Context: an optimization exercise on an open-source flow, tuned for small area. The choices shown serve that exercise and are no tape-out recipe. No functional check of the RTL was part of any run shown here.

==> flow/design.v (outline; a module is shown in full before it is edited, if it fits) <==
// module c_o22ai: 3 lines
// module c_a22oi: 3 lines
// module c_a222oi: 3 lines
// module c_nand2: 3 lines
// module c_nor2: 3 lines
// module c_inv: 3 lines
// module c_xor2: 3 lines
// module c_xnor2: 3 lines
// module c_fa: 4 lines
// module c_ha: 4 lines
// module leading_zero_cnt: 36 lines
// module fp32_converter: 30 lines
// module norm_shift: 177 lines
// module ge9: 17 lines
// module max9: 9 lines
// module shift_dist: 16 lines
// module exp_max: 21 lines
// module csa_tree: 347 lines
// module popcount8: 13 lines
// module cpa51: 26 lines
// module align: 278 lines
// module fp_adder_tree: 61 lines
module fp_adder_tree #(
    parameter int unsigned N = 8
) (
    input clk,
    input rst_n,
    input            in_valid,
    input [32*N-1:0] fp_in,
    output           out_valid,
    output [31:0]    out
);
  // ...
==> flow/run.sh <==
#!/bin/bash
# synth_recipe.tcl (not shown) runs the flow's synth.tcl, then flattens the netlist and writes it again
# the make line also repeats each setting of config.mk as NAME=value (left out here)
make -C /OpenROAD-flow-scripts/flow DESIGN_CONFIG=/design/flow/config.mk WORK_HOME=/design/flow/orfs CLKGATE_MAP_FILE= SYNTH_SCRIPT=/design/flow/synth_recipe.tcl finish
==> flow/config.mk <==
export PLATFORM = sky130hd
export DESIGN_NAME = fp_adder_tree
export DESIGN_NICKNAME = fp_adder_tree
export VERILOG_FILES = /design/flow/design.v
export SDC_FILE = /design/flow/constraint.sdc
export NUM_CORES = 4
export LEC_CHECK = 0
export CAP_MARGIN = 20
export CORE_MARGIN = 2
export CORE_UTILIZATION = 40
export SLEW_MARGIN = 20
export SYNTH_HIERARCHICAL = 1
==> flow/constraint.sdc <==
create_clock -name core_clock -period 8.5 [get_ports {clk}]
set_input_delay 1.7000 -clock core_clock [delete_from_list [all_inputs] [get_ports {clk}]]
set_output_delay 1.7000 -clock core_clock [all_outputs]
set_load 0.01 [all_outputs]
==> results.env, run 1 <==
ANTENNADIODECOUNT=0
FIN_CELLS=5916
SETUP_SLACK_NS=-0.113
GLOBALROUTEMET1UTIL_PCT=39.9
CRITPATHLAUNCH='fp_in[91]'
TIMING.MAX_SLEW.REL_SLACK_PCT=41.7
AREA_SHARE_CLOCK_BUF_INV_PCT=2.57
FIN_TNS_SETUP_NS=-2.30
DESIGN_AREA_MM2=0.0442
SYNTHTOLAYOUTAREAGROWTH_PCT=23.0
PRE_CTS_SLACK_NS=-1.18
LAYOUT.NON_CLOCK_INVERTERS=259
CLOCK_SKEW_NS=0.0393
PIN_COUNT=292
SLOWEST_DELAY_NS=0.35
TOP_LAYER='met4'
VIAS_IN_THE_FIRST_GLOBAL_ROUTE=32800
LAYOUT.FAILED_CHECKS='setup timing'
INITIAL_UTILIZATION_PCT=40.5
FINAL_UTIL_PCT=49.8
MET2_GRT_UTIL_PCT=46.9
TIMING.FINAL.SETUP_VIOLATIONS=42
WORSTSKEWPAIRLATENCY_NS=0.59
ROUTABILITY_CONGESTION=1.07
POST-DP-HPWL_MM=117
OUTCOME='complete, but fails checks'
DOMINANT_CELLS='multi-input gates'
FIN_WORST_HOLD_SLACK_NS=0.325
POST_SYNTH_INST_COUNT=4136
TOTAL_DIE_AREA_MM2=0.0922
DIE_X_UM=304
POSTCTSSETUPBUFFERS=15
GLOBALROUTE.TOTALOVERFLOW=0
WORST_EP_REQUIRED_TIME_NS=8.92
==> inputs of run 2 (changes only) <==
--- a/flow/config.mk
+++ b/flow/config.mk
@@ -8,5 +8,5 @@
 export CAP_MARGIN = 20
 export CORE_MARGIN = 2
-export CORE_UTILIZATION = 40
+export CORE_UTILIZATION = 60
 export SLEW_MARGIN = 20
 export SYNTH_HIERARCHICAL = 1
==> results.env, run 2 <==
OUTCOME='complete, but fails checks'
LAYOUT.FAILED_CHECKS='setup timing'
LARGEST_NET_DEGREE_AT_THE_START_OF_GLOBAL_ROUTING=49
NUMBER_OF_BUFFERS_ADDED_BY_THE_CLOCK_TREE_SYNTHESIS_STEP=34
PERIOD_SHARE_PCT=104
SLEW_OF_THE_PIN_WITH_THE_LOWEST_SLEW_MARGIN_NS=1.01
MAXCAPVIOLATIONS=0
SYNTHESIS.YOSYS.WARNINGS=22
CRITICAL_PATH.ENDPOINT_TYPE='flop'
CTS_HOLD_REPAIR.BUFFERS=0
LAYOUT_TOP_REGISTERS='m_r (192), t_r (51), d_r (48)'
PIN_COUNT=292  # unchanged
PORT-BUFFER-COUNT=291
ARRIVAL_NS=9.31
FIN_CELLS=5514  # -6.8%
TIMING.FINAL.MAX_SLEW_VIOLATIONS=0
DIE_X_UM=249  # -18%
INITIAL_UTILIZATION_PCT=60.7  # +20 points
DRTITER0DRC=5484
FIN_WORST_HOLD_SLACK_NS=0.438  # +0.113 ns
GRT_SETUP_UNREPAIRED='true'
FINALNETCOUNT=5524
ANT_NETS=0
ROUTABILITY_CONGESTION=1.18  # +10%
LARGEST_REGISTER_FFS=192
ANTENNA_FOUND_INITIAL=6
SYN_AREA_PER_CELL_UM2=8.68
DETAILED_ROUTER_ITERATION_COUNT_BEFORE_ANTENNA_REPAIR=9
VIAS_IN_THE_FIRST_GLOBAL_ROUTE=34800  # +6.3%
PLACE.DETAILED.INSTANCES=5411
GLOBAL_ROUTE_WIRE_LENGTH_BEFORE_REPAIR_MM=208
GRT_USE_TOTAL_PCT=44.2
PATH_BUF_INV=10
TIMING.FINAL.SETUP_VIOLATIONS=48  # +14%
DRT-VIAS-PER-INSTANCE=6.73
CLOCK_SINKS=317
MAX-CLOCK-PATH-BUFFERS=3
WORSTSETUPPATHTYPE='input pin to flop'
FIN_TNS_SETUP_NS=-13.33  # -11.03 ns
CLK_PIN_SLEW_NS=0.07
CLOCK_SKEW_NS=0.0243  # -0.0150 ns
DRIVE_GT1_SHARE_PCT=13.5
SETUP.WORST_PATH.START_CLASS='input pin'
SETUP_SLACK_NS=-0.365  # -0.252 ns
CORE_AREA_MM2=0.0591
FIN_CRIT_NS=8.87
TIMING.MAX_SLEW.REL_SLACK_PCT=32.4  # -9.3 points
POST_SYNTH_INST_COUNT=4136  # unchanged
WIRE_PER_INST_UM=25.7
TOTAL_DIE_AREA_MM2=0.0618  # -33%
SLOWEST_DELAY_NS=0.37  # +0.02 ns
ROUTE.DETAILED.DRC=0
CTS.ROOT.BUFFER_CELL='sky130_fd_sc_hd__clkbuf_16'
LAYOUT_COMMONEST_CELL='sky130_fd_sc_hd__o22ai_1'
POST-DP-HPWL_MM=113  # -3.5%
MAXCLOCKFREQUENCY_MHz=113
CRIT_PATH_MAX_DELAY_FAMILY='adder cells'
WORST_EP_REQUIRED_TIME_NS=8.94  # +0.02 ns
TIMING.FINAL.HOLD_VIOLATIONS=0
FP.DIEH_UM=249
WORSTPATHMAXFANOUT=8
ROUTED-VIA-COUNT=37100
TIMING.HOLD.WORST.CLASS='flop to flop'
COMMONEST_NON_FILL_NON_TAP_CELLS_IN_THE_LAYOUT='1,179 x sky130_fd_sc_hd__o22ai_1, 495 x sky130_fd_sc_hd__nor2_1, 423 x sky130_fd_sc_hd__xor2_1'
TRITONCTS_CLOCK_TREE='built'
GLOBALROUTE.TOTALOVERFLOW=0  # unchanged
NUM_ROWS=89
POST_DETAILED_ROUTING_WIRE_LENGTH_MM=142
WORSTSKEWPAIRLATENCY_NS=0.58  # about the same
CRIT_SLOWEST_CELL='sky130_fd_sc_hd__fa_2'
CRITICAL-PATH-TOP-CELL-BY-COUNT='sky130_fd_sc_hd__fa_2'
CLOCK_TREE.HTREE_LEVEL_COUNT=2
MAPPEDNETLISTAREA_MM2=0.0359
SYNTHTOLAYOUTAREAGROWTH_PCT=21.7
TOP_REGISTER='m_r'
run 2: layer usage:
metal | part of all wire, % | wire length [um] | track usage [%]
met3 | 11 | 16000 | 9.68
met2 | 43 | 61000 | 67.2
met1 | 37 | 52300 | 55.8
met4 | 8.8 | 12500 | 31.8
met5 | 0.026 | 37 | 0
run 2: layout make-up:
cell class	count	area, um2
tap	773	967
timing repair inverter	1	7.51
inverter	258	992
antenna	2	5.00
sequential	317	6360
fill	4382	15500
multi-input combinational	3579	29500
timing repair buffer	522	4660
clock buffer	41	948
clock inverter	21	264
run 2: final timing paths:
check	start	end	slack [ns]	cells after the start
setup / recovery	fp_in[124]	d_r[1]	-0.37	36
setup reg to reg	d_r[37]	t_r[48]	0.62	21
hold / removal	valid_r	valid_r2	0.44	1
hold reg to reg	valid_r	valid_r2	0.44	1
run 2: per-stage QoR:
| step | setup WS (ns) | instance area [um2] | utilization, % |
|---|---|---|---|
| floorplan | -0.0810 | 36300 | - |
| global placement | -1.00 | 41600 | 70.3 |
| detailed placement | -1.21 | 41600 | 70.3 |
| CTS | -0.230 | 43500 | 73.5 |
| global route | -0.561 | 43700 | 73.9 |
| finish | -0.365 | 43700 | 73.9 |
run 2: timing repair:
item | in CTS | in global routing
setup endpoints to repair | 49 | 67
pin swaps | 50 | 42
setup buffers | 25 | 15
endpoints found under the hold margin | 0 | 0
gates cloned | 2 | 1
resized for setup | 245 | 91
==> module exp_max, before the edit <==
module exp_max (
    input  [7:0][7:0]  e,
    output [7:0]       xmax,
    output [7:0][5:0]  dsat
);
logic [7:0][7:0] ex;
logic [8:0]      q [0:14];
always_comb begin
    for (int i = 0; i < 8; i++) begin
        ex[i] = {e[i][7:1], e[i][0] | ~|e[i][7:1]};
        q[i]  = {~&e[i], e[i]};
    end
end
for (genvar i = 0; i < 7; i++) begin : g_tree
    max9 m (.a(q[2*i]), .b(q[2*i+1]), .y(q[8+i]));
end
assign xmax = {q[14][7:1], q[14][0] | ~|q[14][7:1]};
for (genvar i = 0; i < 8; i++) begin : g_dist
    shift_dist dd (.x(xmax), .y(ex[i]), .dsat(dsat[i]));
end
endmodule
==> inputs of run 3 (changes only) <==
--- a/flow/design.v
+++ b/flow/design.v
@@ -326,5 +326,5 @@
     for (int i = 0; i < 8; i++) begin
         ex[i] = {e[i][7:1], e[i][0] | ~|e[i][7:1]};
-        q[i]  = {~&e[i], e[i]};
+        q[i]  = {~&e[i], ex[i]};
     end
 end
@@ -332,5 +332,5 @@
     max9 m (.a(q[2*i]), .b(q[2*i+1]), .y(q[8+i]));
 end
-assign xmax = {q[14][7:1], q[14][0] | ~|q[14][7:1]};
+assign xmax = q[14][7:0];
 for (genvar i = 0; i < 8; i++) begin : g_dist
     shift_dist dd (.x(xmax), .y(ex[i]), .dsat(dsat[i]));
==> results.env, run 3 <==
OUTCOME='complete, but fails checks'
WORST_R2R_ENDPOINT='t_r[48]'
SYN_AREA_PER_CELL_UM2=8.69  # about the same
CTS.ROOT.BUFFER_CELL='sky130_fd_sc_hd__clkbuf_16'
TOTAL_DIE_AREA_MM2=0.0618  # about the same
MAX-CLOCK-PATH-BUFFERS=3  # unchanged
CLOCK_SINKS=317  # unchanged
MAXCLOCKFREQUENCY_MHz=116  # +2.6%
CP-ENDPOINT='d_r[13]'
CLOCK_TREE.HTREE_LEVEL_COUNT=2  # unchanged
WIRE_PER_INST_UM=25.9  # +0.89%
LARGEST_REGISTER_FFS=192  # unchanged
SETUP_SLACK_NS=-0.145  # +0.221 ns
FIN_WORST_HOLD_SLACK_NS=0.326  # -0.112 ns
WORSTSKEWPAIRLATENCY_NS=0.58  # about the same
GRT_USE_TOTAL_PCT=44.2  # about the same
DRT-VIAS-PER-INSTANCE=6.75  # +0.39%
PERIOD_SHARE_PCT=102  # -2.6 points
TIMING.FINAL.MAX_SLEW_VIOLATIONS=0  # unchanged
NUMBER_OF_BUFFERS_ADDED_BY_THE_CLOCK_TREE_SYNTHESIS_STEP=35  # +2.9%
ROUTED-VIA-COUNT=37300  # +0.49%
MAPPEDNETLISTAREA_MM2=0.0359  # about the same
GRT_SETUP_UNREPAIRED='true'
POST_SYNTH_INST_COUNT=4132  # -0.097%
CRITICAL-PATH-TOP-CELL-BY-COUNT='sky130_fd_sc_hd__fa_2'
WORSTSETUPPATHTYPE='input pin to flop'
FINAL_UTIL_PCT=73.7  # -0.18 points
TIMING.MAX_SLEW.REL_SLACK_PCT=36.5  # +4.1 points
SYNTHESIS.YOSYS.WARNINGS=22  # unchanged
TOP_REGISTER='m_r'
SLOWEST_DELAY_NS=0.40  # +0.03 ns
POST_DETAILED_ROUTING_WIRE_LENGTH_MM=143  # +0.99%
NUM_ROWS=89  # unchanged
FIN_CELLS=5519  # +0.091%
RR_WORST_DEPTH=23  # +9.5%
CRIT_PATH_MAX_DELAY_FAMILY='adder cells'
CORE_AREA_MM2=0.0591  # unchanged
CLK_PIN_SLEW_NS=0.06  # about the same
ROUTABILITY_CONGESTION=1.15  # -3.2%
FINALNETCOUNT=5527  # +0.054%
SLEW_OF_THE_PIN_WITH_THE_LOWEST_SLEW_MARGIN_NS=0.945  # -0.0667 ns
PORT-BUFFER-COUNT=291  # unchanged
INITIAL_UTILIZATION_PCT=60.7  # about the same
MAXCAPVIOLATIONS=0  # unchanged
CRITICAL_PATH.ENDPOINT_TYPE='flop'
LAYOUT_COMMONEST_CELL='sky130_fd_sc_hd__o22ai_1'
PRE_CTS_SLACK_NS=-0.914  # +0.295 ns
CLOCK_SKEW_NS=0.0165  # -0.00789 ns
ANTENNA_FOUND_INITIAL=6  # unchanged
DIE_X_UM=249  # about the same
TIMING.FINAL.HOLD_VIOLATIONS=0  # unchanged
TRITONCTS_CLOCK_TREE='built'
SYNTHTOLAYOUTAREAGROWTH_PCT=21.4
GLOBAL_ROUTE_WIRE_LENGTH_BEFORE_REPAIR_MM=208  # about the same
PATH_BUF_INV=11  # +1
GLOBALROUTE.TOTALOVERFLOW=0  # unchanged
CRITPATHLAUNCH='fp_in[126]'
ARRIVAL_NS=9.07  # -0.24 ns
PIN_COUNT=292  # unchanged
FIN_TNS_SETUP_NS=-0.723  # +12.60 ns
DRIVE_GT1_SHARE_PCT=12.1  # -1.3 points
VIAS_IN_THE_FIRST_GLOBAL_ROUTE=34800  # -0.092%
DETAILED_PLACE.AREA_MM2=0.0413  # -0.67%
ANT_NETS=0  # unchanged
LAYOUT.FAILED_CHECKS='setup timing'
FIN_CRIT_NS=8.64  # -0.221 ns
TIMING.FINAL.SETUP_VIOLATIONS=12  # -75%
LARGEST_NET_DEGREE_AT_THE_START_OF_GLOBAL_ROUTING=49  # unchanged
CRIT_SLOWEST_CELL='sky130_fd_sc_hd__fa_2'
WORSTPATHMAXFANOUT=6  # -2
DETAILED_ROUTER_ITERATION_COUNT_BEFORE_ANTENNA_REPAIR=22  # +13
REGTOREGSTARTPOINT='d_r[6]'
DRTITER0DRC=5518  # +0.62%
SETUP.WORST_PATH.START_CLASS='input pin'
COMMONEST_NON_FILL_NON_TAP_CELLS_IN_THE_LAYOUT='1,179 x sky130_fd_sc_hd__o22ai_1, 494 x sky130_fd_sc_hd__nor2_1, 422 x sky130_fd_sc_hd__xor2_1'
WORST_EP_REQUIRED_TIME_NS=8.92  # -0.02 ns
FP.DIEH_UM=249  # about the same
ROUTE.DETAILED.DRC=0  # unchanged
DESIGN_AREA_MM2=0.0436  # -0.24%
PLACE.DETAILED.INSTANCES=5408  # -0.055%
POST-DP-HPWL_MM=113  # +0.40%
REG2REG_SETUP_SLACK_NS=0.44  # -0.18 ns
TIMING.HOLD.WORST.CLASS='flop to flop'
CP_NUM_CELLS=37  # +2.8%
LAYOUT_TOP_REGISTERS='m_r (192), t_r (51), d_r (48)'
## run 3: metal layers
layer	track usage, %	part of all wire, %	wire length [um]	vias up
met2	67.5	43	61500	2526
met4	30.1	8.7	12500	4
li1	-	-	-	16700
met1	56.6	37	53200	17400
met3	9.07	11	16000	595
met5	0	0.019	27	-
## run 3: worst register-to-register path: cells and delay by family, from the launching register on
kind / cells / cell delay, ns
AOI/OAI and AO/OA: 11 / 3.18
xor gates and xnor gates: 1 / 0.17
adders and majority gates: 6 / 2.94
buffers and inverters: 2 / 0.57
DFF: 1 / 0.35
and+or+nand+nor: 3 / 0.72
## run 3: cell type report
class / instances / area (um2)
Tap cell: 773 / 967
Clock buffer: 46 / 977
Clock inverter: 18 / 270
Multi-Input combinational cell: 3575 / 29200
Timing Repair Buffer: 527 / 4790
Sequential cell: 317 / 6360
Fill cell: 4366 / 15600
Inverter: 259 / 978
Antenna cell: 3 / 7.51
Timing Repair inverter: 1 / 7.51
## run 3: repair_timing
| item | CTS | global route |
|---|---|---|
| pin swaps | 34 | 68 |
| hold buffers | 0 | 0 |
| setup endpoints to repair | 49 | 68 |
| hold endpoints to repair | 0 | 0 |
| gates cloned | 4 | 1 |
| setup buffers | 18 | 23 |
| gates resized for setup | 88 | 186 |
## run 3: how the worst min path moves through the flow
stage	startpoint	endpoint	slack (ns)	depth (start not counted)
global placement	xmax_r[2]	xmax_r2[2]	0.31	0
floorplan	xmax_r[0]	xmax_r2[0]	0.31	0
detailed placement	xmax_r[2]	xmax_r2[2]	0.31	0
finish	xmax_r[2]	xmax_r2[2]	0.33	0
global route	xmax_r[3]	xmax_r2[3]	0.34	0
CTS	xmax_r[2]	xmax_r2[2]	0.33	0

## afterwards: timing with drivers on the ports
The flow's constraints put no driver on any port. The routed layouts listed below were extracted and timed again, unchanged, in two steps.
Step 1 (the two cells are an assumption about what drives the block):
set clk [get_ports {clk}]
set_driving_cell -lib_cell sky130_fd_sc_hd__clkbuf_16 $clk
set_driving_cell -lib_cell sky130_fd_sc_hd__buf_2 [delete_from_list [all_inputs] $clk]
Step 2 adds t to the input delays and takes it off the output delays; t is the mean of the earliest and latest rising clock arrival at the registers after step 1. Input paths then give back, and output paths get back, about the clock's delay inside the block.
Three values: ideal, step 1, step 2; two values: the first two.
run | shift t [ns] | setup WS [ns] | latest minus earliest clock arrival (ns) | worst slew at a driven data input, ns | cell pins on the clock port's net
run 1 | 0.632 | -0.113 / -0.080 / -0.712 | 0.047 / 0.048 | 0.06 | 1
run 2 | 0.629 | -0.365 / -0.334 / -0.963 | 0.024 / 0.025 | 0.06 | 1
run 3 | 0.637 | -0.145 / -0.100 / -0.737 | 0.018 / 0.018 | 0.08 | 1
For run 1, which loses most, drivers alone change the setup slack by +0.033 ns; drivers and shift together by -0.599 ns.
